This is an optimization exercise on Yosys and OpenROAD, whose aim is small area and a short achievable clock period, not a production implementation. Where RTL was checked, it was by simulation tests only, not by an equivalence proof against the original. No driver is modelled on the clock port, so clock power and skew are understated where the tree is cut down; a real chip needs a root buffer or a tree. Power and IR drop assume default switching activity.

==> flow/design.v <==
`timescale 1ns / 1ps
module ultrasonido(clk, trig, echo, distancia, init, done);
input init;
input clk;
input echo;
output reg trig;
output reg [8:0] distancia;
output reg done;
reg [22:0] t;
localparam [22:0] INV = 23'h2AAAAA;
wire [22:0] s = t ^ INV;
wire zero22 = (s[21:0] == 22'd0);
wire next_z = zero22 & s[22];           
wire cur_z = zero22 & ~s[22];           
wire end_w = s[22] & s[20] & s[19] & s[11] & s[10] & ~s[6];
wire win = next_z | ((trig | cur_z) & ~end_w);
wire fb = s[22] ^ s[17] ^ zero22;
reg [8:0] q;
reg [16:0] R;
reg h;
localparam [16:0] ROFF = 17'd31072;
wire last = ~R[16] & q[7] & q[8] & q[4] & ~R[11] & q[1] & R[12] & R[9] & R[1]
          & ~R[5] & ~q[3] & ~R[13] & ~q[0] & ~q[2] & ~q[6] & R[0] & ~R[8] & ~R[4];
wire [17:0] S = {1'b0, R} + 18'd17;
wire co = S[17];
wire pa = h & ~trig;                    
wire clr = ~h | (pa & last);
wire [16:0] R_nx = clr ? ROFF : pa ? (co ? (S[16:0] | ROFF) : S[16:0]) : R;
wire [8:0] q_nx = clr ? 9'd0 : q + {8'd0, pa & co};
wire [8:0] dist_d;
wire trig_d, done_d, h_d;
wire [22:0] t_d;
ultrasonido_io io (
	.init(init), .echo(echo), .win(win), .h(h), .Kn(win | ~h), .done(done),
	.distancia(distancia), .qn(q_nx), .t(t[21:0]), .fb(fb),
	.trig_d(trig_d), .done_d(done_d), .h_d(h_d), .dist_d(dist_d),
	.t_d(t_d));
always @(posedge clk) begin
	t <= t_d;
	q <= q_nx;
	R <= R_nx;
	h <= h_d;
	trig <= trig_d;
	done <= done_d;
	distancia <= dist_d;
end
endmodule
module ultrasonido_io(init, echo, win, h, Kn, done, distancia, qn, t, fb,
                      trig_d, done_d, h_d, dist_d, t_d);
input init, echo, win, h, done;
input Kn;                               
input [8:0] distancia, qn;
input [21:0] t;                         
input fb;                               
output trig_d, done_d, h_d;
output [8:0] dist_d;
output [22:0] t_d;
wire act = ~win & echo;                 
wire lowev = ~win & ~echo;              
wire ld = ~(echo | Kn);                 
assign trig_d = init & win;
assign done_d = init & (done | lowev);
assign h_d = init & (act | (h & ~lowev));
assign dist_d = ld ? (qn & {9{init}}) : (distancia & {9{init}});
assign t_d = init ? {~t, fb} : 23'h2AAAAA;
endmodule
Settings: LEC_CHECK=0, CAP_MARGIN=20, CORE_MARGIN=2, CORE_UTILIZATION=70, SLEW_MARGIN=20, SYNTH_HIERARCHICAL=1; clock period 18.0 ns.
standard.sh (not shown) runs the stock make flow with config.mk's settings and CLKGATE_MAP_FILE= SYNTH_SCRIPT=/design/flow/synth_recipe.tcl, a recipe that flattens the netlist after the stock synthesis.
==> flow/flow/run.sh <==
#!/bin/bash
# The standard ORFS layout (standard.sh), in two runs of make:
#  1. synthesis to CTS, after which the clock tree is replaced by a few clock
#     buffers on the clock port (flow/post_cts.tcl, flow/clock_leaves.tcl);
#  2. global route to the end, with a larger setup margin for repair_timing.
set -e
export FLOW_FLOW_DIR=$PWD/flow
export FLOW_SYNTH_TCL=$PWD/synth_recipe.tcl
export FLOW_ABC_AREA_SCRIPT=$PWD/flow/abc_area_map.script
bash standard.sh BUFFER_PORTS_ARGS="-buffer_cell sky130_fd_sc_hd__buf_2" CTS_ARGS="-sink_clustering_enable -repair_clock_nets -dont_use_dummy_load" SETUP_SLACK_MARGIN=13.0 SYNTH_SCRIPT=$PWD/flow/area_synth_all.tcl POST_CTS_TCL=$PWD/flow/post_cts.tcl cts > standard_to_cts.log 2>&1
bash standard.sh BUFFER_PORTS_ARGS="-buffer_cell sky130_fd_sc_hd__buf_2" CTS_ARGS="-sink_clustering_enable -repair_clock_nets -dont_use_dummy_load" SETUP_SLACK_MARGIN=13.0 SETUP_SLACK_MARGIN=13.7 SYNTH_SCRIPT=$PWD/flow/area_synth_all.tcl POST_CTS_TCL=$PWD/flow/post_cts.tcl finish > standard_finish.log 2>&1
Other scripts of this flow, unchanged in this note and not shown: flow/flow/abc_area_map.script, flow/flow/area_synth_all.tcl, flow/flow/clock_leaves.tcl, flow/flow/post_cts.tcl
The baseline completed with no timing, DRC or antenna violations.
Then changed:
==> flow/design.v (replaced) <==
`timescale 1ns / 1ps
module ultrasonido(clk, trig, echo, distancia, init, done);
input init;
input clk;
input echo;
output reg trig;
output reg [8:0] distancia;
output reg done;
reg pa;       
reg [22:0] t;
localparam [22:0] INV = 23'h2AAAAA;
wire [22:0] s = t ^ INV;
wire zero22 = (s[21:0] == 22'd0);
wire next_z = zero22 & s[22];           
wire cur_z = zero22 & ~s[22];           
wire end_w = s[22] & s[20] & s[19] & s[11] & s[10] & ~s[6];
wire win = next_z | ((trig | cur_z) & ~end_w);
wire fb = s[22] ^ s[17] ^ zero22;
reg [8:0] q;
reg [16:0] R;
reg h;
localparam [16:0] ROFF = 17'd31072;
wire last = ~R[16] & q[7] & q[8] & q[4] & ~R[11] & q[1] & R[12] & R[9] & R[1]
          & ~R[5] & ~q[3] & ~R[13] & ~q[0] & ~q[2] & ~q[6] & R[0] & ~R[8] & ~R[4];
wire [17:0] S = {1'b0, R} + 18'd17;
wire co = S[17];
wire clr = ~h | (pa & last);
wire [16:0] R_nx = clr ? ROFF : pa ? (co ? (S[16:0] | ROFF) : S[16:0]) : R;
wire [8:0] q_nx = clr ? 9'd0 : q + {8'd0, pa & co};
wire [8:0] dist_d;
wire trig_d, done_d, pa_d, h_d;
wire [22:0] t_d;
ultrasonido_io io (
	.init(init), .echo(echo), .win(win), .h(h), .Kn(win | ~h), .done(done),
	.distancia(distancia), .qn(q_nx), .t(t[21:0]), .fb(fb),
	.trig_d(trig_d), .done_d(done_d), .pa_d(pa_d), .h_d(h_d), .dist_d(dist_d),
	.t_d(t_d));
always @(posedge clk) begin
	pa <= pa_d;
	t <= t_d;
	q <= q_nx;
	R <= R_nx;
	h <= h_d;
	trig <= trig_d;
	done <= done_d;
	distancia <= dist_d;
end
endmodule
module ultrasonido_io(init, echo, win, h, Kn, done, distancia, qn, t, fb,
                      trig_d, done_d, pa_d, h_d, dist_d, t_d);
input init, echo, win, h, done;
input Kn;                               
input [8:0] distancia, qn;
input [21:0] t;                         
input fb;                               
output trig_d, done_d, pa_d, h_d;
output [8:0] dist_d;
output [22:0] t_d;
wire act = ~win & echo;                 
wire lowev = ~win & ~echo;              
wire ld = ~(echo | Kn);                 
assign trig_d = init & win;
assign done_d = init & (done | lowev);
assign pa_d = init & act;
assign h_d = init & (act | (h & ~lowev));
assign dist_d = ld ? (qn & {9{init}}) : (distancia & {9{init}});
assign t_d = init ? {~t, fb} : 23'h2AAAAA;
endmodule
After rerunning:
- The new run ran to the end with no violations
- cell area goes up slightly
- synthesized cell count goes up slightly
- synthesized area climbs slightly
- clock power rises by a few percent
- first-iteration DRC count came out higher by a few percent
- via count fell by a few percent
- hold slack is about the same
- die area grows slightly
The RTL of the first run of this note was laid out without a check of its function. No run of this note takes its clock network from TritonCTS; it comes from the design's own scripts or RTL.

==> afterwards: timing with drivers on the ports <==
The results above use ideal ports. As a check the final layouts listed here were re-extracted and re-timed, cells and wires unchanged. Step 1 (the two cells are an assumption about what drives the block):
set clk [get_ports {clk}]
set_driving_cell -lib_cell sky130_fd_sc_hd__clkbuf_16 $clk
set_driving_cell -lib_cell sky130_fd_sc_hd__buf_2 [delete_from_list [all_inputs] $clk]
Step 2 adds t to the input delays and takes it off the output delays; t is the mean of the earliest and latest rising clock arrival at the registers after step 1. Input paths then give back, and output paths get back, about the clock's delay inside the block. a / b / c = no drivers / after step 1 / after step 2; a / b = the first two.
| run | shift t [ns] | slack for setup (ns) | cell pins on the clock port's net |
|---|---|---|---|
| the first run | 0.172 | 13.750 / 13.699 / 13.612 | 4 |
| the second run | 0.174 | 13.758 / 13.744 / 13.615 | 4 |
After both steps setup and hold are still met in every run listed. For the second run, which loses most, drivers alone change the setup slack by -0.014 ns; drivers and shift together by -0.143 ns.
